From an optimization exercise on the open Yosys and OpenROAD flow, aimed at small area; shortcuts taken in it are not production practice.
The RTL was checked by simulation tests, not by an equivalence proof against the original design.

==> run R <==
## ime_sad_8x8
module ime_sad_8x8 (
  clk       ,
  rstn      ,
  enable_i  ,
  ori_i     ,
  ref_i     ,
  sad_o
  );
==> flow/config.mk <==
export PLATFORM = sky130hd
export DESIGN_NAME = ime_sad_8x8
export DESIGN_NICKNAME = ime_sad_8x8
export VERILOG_FILES = /design/flow/design.v
export SDC_FILE = /design/flow/constraint.sdc
export NUM_CORES = 4
export LEC_CHECK = 0
export CAP_MARGIN = 20
export CORE_AREA = 5 5 255 255
export CTS_BUF_LIST = sky130_fd_sc_hd__clkbuf_4
export DIE_AREA = 0 0 260 260
export GPL_TIMING_DRIVEN = 0
export SLEW_MARGIN = 20
export SYNTH_HIERARCHICAL = 1
export SYNTH_MINIMUM_KEEP_SIZE = 0
==> flow/constraint.sdc <==
create_clock -name core_clock -period 14.0 [get_ports {clk}]
set_input_delay 2.8000 -clock core_clock [delete_from_list [all_inputs] [get_ports {clk}]]
set_output_delay 2.8000 -clock core_clock [all_outputs]
set_load 0.01 [all_outputs]
standard.sh (not shown) runs the stock make flow with config.mk's settings and CLKGATE_MAP_FILE= SYNTH_SCRIPT=/design/flow/synth_recipe.tcl, a recipe that flattens the netlist after the stock synthesis.
==> flow/flow/run.sh <==
#!/bin/bash
# The standard layout, except that:
# - the input and output ports are buffered with the smallest buffer (buf_1)
#   instead of the one buffer_ports picks;
# - pins may sit one routing track apart, so that a smaller die holds them;
# - gates off the critical paths are downsized after global routing
#   (RECOVER_POWER);
# - each pixel's input pins are placed together (flow/io.tcl).
set -euo pipefail
export BUFFER_PORTS_ARGS="-buffer_cell sky130_fd_sc_hd__buf_1"
export PLACE_PINS_ARGS="-min_distance 1 -min_distance_in_tracks"
export RECOVER_POWER=100
export IO_CONSTRAINTS="$PWD/flow/io.tcl"
bash standard.sh > standard.log 2>&1
Other scripts of this flow, unchanged in this note and not shown: flow/flow/io.tcl
==> run M (differences from run R) <==
==> flow/flow/run.sh (replaced) <==
#!/bin/bash
# The standard layout, except that:
# - the input and output ports are buffered with the smallest buffer (buf_1)
#   instead of the one buffer_ports picks;
# - each pixel's input pins are placed together (flow/io.tcl).
set -euo pipefail
export BUFFER_PORTS_ARGS="-buffer_cell sky130_fd_sc_hd__buf_1"
export IO_CONSTRAINTS="$PWD/flow/io.tcl"
bash standard.sh > standard.log 2>&1
--- a/flow/config.mk
+++ b/flow/config.mk
@@ -8,5 +8,4 @@
 export CAP_MARGIN = 20
-export CORE_AREA = 5 5 255 255
-export CTS_BUF_LIST = sky130_fd_sc_hd__clkbuf_4
-export DIE_AREA = 0 0 260 260
+export CORE_AREA = 5 5 355 355
+export DIE_AREA = 0 0 360 360
 export GPL_TIMING_DRIVEN = 0
==> run E (differences from run R) <==
--- a/flow/config.mk
+++ b/flow/config.mk
@@ -8,5 +8,5 @@
 export CAP_MARGIN = 20
-export CORE_AREA = 5 5 255 255
+export CORE_AREA = 5 5 225 225
 export CTS_BUF_LIST = sky130_fd_sc_hd__clkbuf_4
-export DIE_AREA = 0 0 260 260
+export DIE_AREA = 0 0 230 230
 export GPL_TIMING_DRIVEN = 0
==> run X (differences from run R) <==
--- a/flow/flow/run.sh
+++ b/flow/flow/run.sh
@@ -5,4 +5,4 @@
 # - pins may sit one routing track apart, so that a smaller die holds them;
-# - gates off the critical paths are downsized after global routing
-#   (RECOVER_POWER);
+# - synthesis buffers are removed before global placement (flow/pre_gpl.tcl)
+#   and timing repair only sizes up and swaps pins (SETUP_MOVE_SEQUENCE);
 # - each pixel's input pins are placed together (flow/io.tcl).
@@ -11,3 +11,4 @@
 export PLACE_PINS_ARGS="-min_distance 1 -min_distance_in_tracks"
-export RECOVER_POWER=100
+export SETUP_MOVE_SEQUENCE="sizeup,swap"
+export PRE_GLOBAL_PLACE_TCL="$PWD/flow/pre_gpl.tcl"
 export IO_CONSTRAINTS="$PWD/flow/io.tcl"
==> flow/flow/pre_gpl.tcl (new file) <==
# Take out the buffers that synthesis (abc) put in, before the ports are
# buffered and the design is placed; repair_design puts back those it needs.
remove_buffers
--- a/flow/config.mk
+++ b/flow/config.mk
@@ -8,5 +8,5 @@
 export CAP_MARGIN = 20
-export CORE_AREA = 5 5 255 255
+export CORE_AREA = 5 5 225 225
 export CTS_BUF_LIST = sky130_fd_sc_hd__clkbuf_4
-export DIE_AREA = 0 0 260 260
+export DIE_AREA = 0 0 230 230
 export GPL_TIMING_DRIVEN = 0
==> comparison table <==
                                                          run X           run E           run R           run M
Result of the run                                finished clean  finished clean  finished clean  finished clean
WL final                                              93,300 um       93,500 um      102,000 um      123,000 um
Resized cells post-CTS                                        1               4               4              50
GR met1 Demand/Resource                                   0.470           0.465           0.430           0.234
Critical register-to-register path endpoint           sad_o[13]        sad_o[7]        sad_o[1]        sad_o[9]
Final-layout clock-cell area share                     0.000689        0.000683        0.000676         0.00214
Highest metal layer used by the detailed router            met4            met5            met5            met5
Wire length the detailed router placed on met1        34,900 um       34,600 um       42,000 um       48,100 um
Initial core utilization                                  0.585           0.585           0.453           0.230
Die X-Extent                                             230 um          230 um          260 um          360 um
Non-Filler Instances                                      3,797           3,865           4,086           4,876
Worst path max stage delay                              0.64 ns         0.64 ns         0.55 ns         0.58 ns
Worst slew margin relative to its limit                   0.466           0.485           0.476           0.610

---

==> inputs of job 2855 <==
ime_sad_8x8 again, from the RTL that the note above started with.
clock: 14.0 ns
lec_check: 0
cap_margin: 20
core_area: 5 5 255 255
die_area: 0 0 260 260
gpl_timing_driven: 0
slew_margin: 20
synth_hierarchical: 1
synth_minimum_keep_size: 0
==> flow/flow/run.sh <==
#!/bin/bash
# The standard layout, except that:
# - the input and output ports are buffered with the smallest buffer (buf_1)
#   instead of the one buffer_ports picks;
# - pins may sit one routing track apart, so that a smaller die holds them;
# - each pixel's input pins are placed together (flow/io.tcl).
set -euo pipefail
export BUFFER_PORTS_ARGS="-buffer_cell sky130_fd_sc_hd__buf_1"
export PLACE_PINS_ARGS="-min_distance 1 -min_distance_in_tracks"
export IO_CONSTRAINTS="$PWD/flow/io.tcl"
bash standard.sh > standard.log 2>&1
Other scripts of this flow, unchanged in this note and not shown: flow/flow/io.tcl
==> job 6858: changes against job 2855 <==
--- a/flow/config.mk
+++ b/flow/config.mk
@@ -8,4 +8,5 @@
 export CAP_MARGIN = 20
-export CORE_AREA = 5 5 255 255
-export DIE_AREA = 0 0 260 260
+export CORE_AREA = 5 5 225 225
+export CTS_BUF_LIST = sky130_fd_sc_hd__clkbuf_4
+export DIE_AREA = 0 0 230 230
 export GPL_TIMING_DRIVEN = 0
==> notes <==
Clock skew is the same in job 6858 and job 2855.
Worst hold slack: job 6858 is better than job 2855 (0.012 ns).
In register-to-register slack, job 2855 and job 6858 hardly differ.
Job 6858 produced a clean layout. Job 2855 went through all stages and came out clean.

---

==> v29 <==
ime_sad_8x8 again, from the RTL that the note above started with.
clock: 14.0 ns
lec_check: 0
cap_margin: 20
core_area: 5 5 255 255
cts_buf_list: sky130_fd_sc_hd__clkbuf_4
die_area: 0 0 260 260
gpl_timing_driven: 0
slew_margin: 20
synth_hierarchical: 1
synth_minimum_keep_size: 0
Scripts as last shown in full above: flow/flow/run.sh
Other scripts of this flow, unchanged in this note and not shown: flow/flow/io.tcl
==> v23 (differences from v29) <==
==> flow/flow/run.sh (replaced) <==
#!/bin/bash
# The standard layout, except that:
# - the input and output ports are buffered with the smallest buffer (buf_1)
#   instead of the one buffer_ports picks;
# - pins may sit one routing track apart, so that a smaller die holds them;
# - timing repair only removes buffers, sizes up and swaps pins
#   (SETUP_MOVE_SEQUENCE);
# - each pixel's input pins are placed together (flow/io.tcl).
set -euo pipefail
export BUFFER_PORTS_ARGS="-buffer_cell sky130_fd_sc_hd__buf_1"
export PLACE_PINS_ARGS="-min_distance 1 -min_distance_in_tracks"
export SETUP_MOVE_SEQUENCE="unbuffer,sizeup,swap"
export IO_CONSTRAINTS="$PWD/flow/io.tcl"
bash standard.sh > standard.log 2>&1
CORE_AREA = 5 5 225 225   (was 5 5 255 255)
DIE_AREA = 0 0 230 230   (was 0 0 260 260)
==> v31 (differences from v29) <==
==> flow/flow/run.sh (replaced) <==
#!/bin/bash
# The standard layout, except that:
# - the input and output ports are buffered with the smallest buffer (buf_1)
#   instead of the one buffer_ports picks;
# - pins may sit one routing track apart, so that a smaller die holds them;
# - each pixel's input pins are placed together (flow/io.tcl);
# - synthesis's buffers are removed before global placement (flow/pre_gpl.tcl).
set -euo pipefail
export BUFFER_PORTS_ARGS="-buffer_cell sky130_fd_sc_hd__buf_1"
export PLACE_PINS_ARGS="-min_distance 1 -min_distance_in_tracks"
export IO_CONSTRAINTS="$PWD/flow/io.tcl"
export PRE_GLOBAL_PLACE_TCL="$PWD/flow/pre_gpl.tcl"
bash standard.sh > standard.log 2>&1
==> flow/flow/pre_gpl.tcl (new file) <==
# Take out the buffers that synthesis (abc) put in, before the ports are
# buffered and the design is placed; repair_design puts back those it needs.
remove_buffers
==> results.yml <==
setup_path:
  crit_required_ns: 14.16
  cp.depth: 29
  cpPeakStageDelay_ns: 0.63
  r2r-start: "sad_o[6]"
floorplanning:
  tap-cell-count: 837
  rows: 91
finish:
  nFillCells: 5565
  buf_share_pct: 13.3
  nNetsFinal: 5306
place:
  gp_congestion: 1.00
status:
  outcome: "no timing/DRC/antenna violations"
drt:
  wirelength_um: 103000
# the run above: v31

==> results.yml <==
status:
  outcome: "no timing/DRC/antenna violations"
yosys:
  synth_edf_count: 0
  synth_top_family_by_area: "adder cells"
finish:
  stdcell_count: 4086
  nNetsFinal: 5299
  buf_share_pct: 12.8
setup_path:
  cpPeakStageDelay_ns: 0.55
  crit_required_ns: 14.17
  cp.depth: 30
  cpLargestDelayFamily: "adder cells"
  r2r-start: "sad_o[1]"
floorplanning:
  rows: 91
clock_tree:
  htreeDepth: 1
hold_path:
  min_path_cells: 1
drt:
  wirelength_um: 102000
global_routing:
  grt_usage_pct: 30.1
# the run above: v29

==> results.yml <==
drt:
  highest_layer: "met5"
  wirelength_um: 93700
  first_pass_iters: 21
setup_path:
  ff2ff_path_depth: 1
  cpPeakStageDelay_ns: 0.64
  crit_required_ns: 14.17
  r2r-start: "sad_o[7]"
  cp.depth: 27
finish:
  nNetsFinal: 5297
  nFillCells: 3711
  buf_share_pct: 13.0
  regMostFlops: "sad_o"
floorplanning:
  die_w_um: 230
place:
  gp_congestion: 0.964
status:
  outcome: "no timing/DRC/antenna violations"
# the run above: v23

==> afterwards: timing with drivers on the ports <==
The flow's constraints put no driver on any port. The routed layouts listed below were extracted and timed again, unchanged, in two steps. Step 1: set_driving_cell puts a clkbuf_16 on clk and a buf_2 on each other input, an assumption about the parent block. Step 2 times the ports against the registers' clock, not the clock port: input delays grow and output delays shrink by t, the midpoint of the rising clock arrivals with the driver on. Three values: ideal, step 1, step 2; two values: the first two.
run | t, ns | slack for setup (ns) | hold slack, ns
run R | 0.301 | 0.265 / 0.268 / -0.034 | 0.511 / 0.511 / 0.511
run M | 0.320 | 0.177 / 0.217 / -0.102 | 0.510 / 0.510 / 0.510
run E | 0.305 | 0.220 / 0.218 / -0.087 | 0.516 / 0.516 / 0.516
run X | 0.308 | 0.251 / 0.258 / -0.050 | 0.510 / 0.510 / 0.510
job 2855 | 0.278 | 0.242 / 0.253 / -0.025 | 0.504 / 0.504 / 0.504
job 6858 | 0.305 | 0.217 / 0.215 / -0.091 | 0.516 / 0.516 / 0.516
v29 | 0.304 | 0.261 / 0.262 / -0.043 | 0.511 / 0.511 / 0.511
v23 | 0.305 | 0.214 / 0.213 / -0.092 | 0.515 / 0.515 / 0.515
v31 | 0.304 | 0.182 / 0.186 / -0.118 | 0.518 / 0.518 / 0.518
Met with ideal ports but missed after step 2: setup timing in every run listed. For job 6858, which loses most, drivers alone change the setup slack by -0.002 ns; drivers and shift together by -0.308 ns.
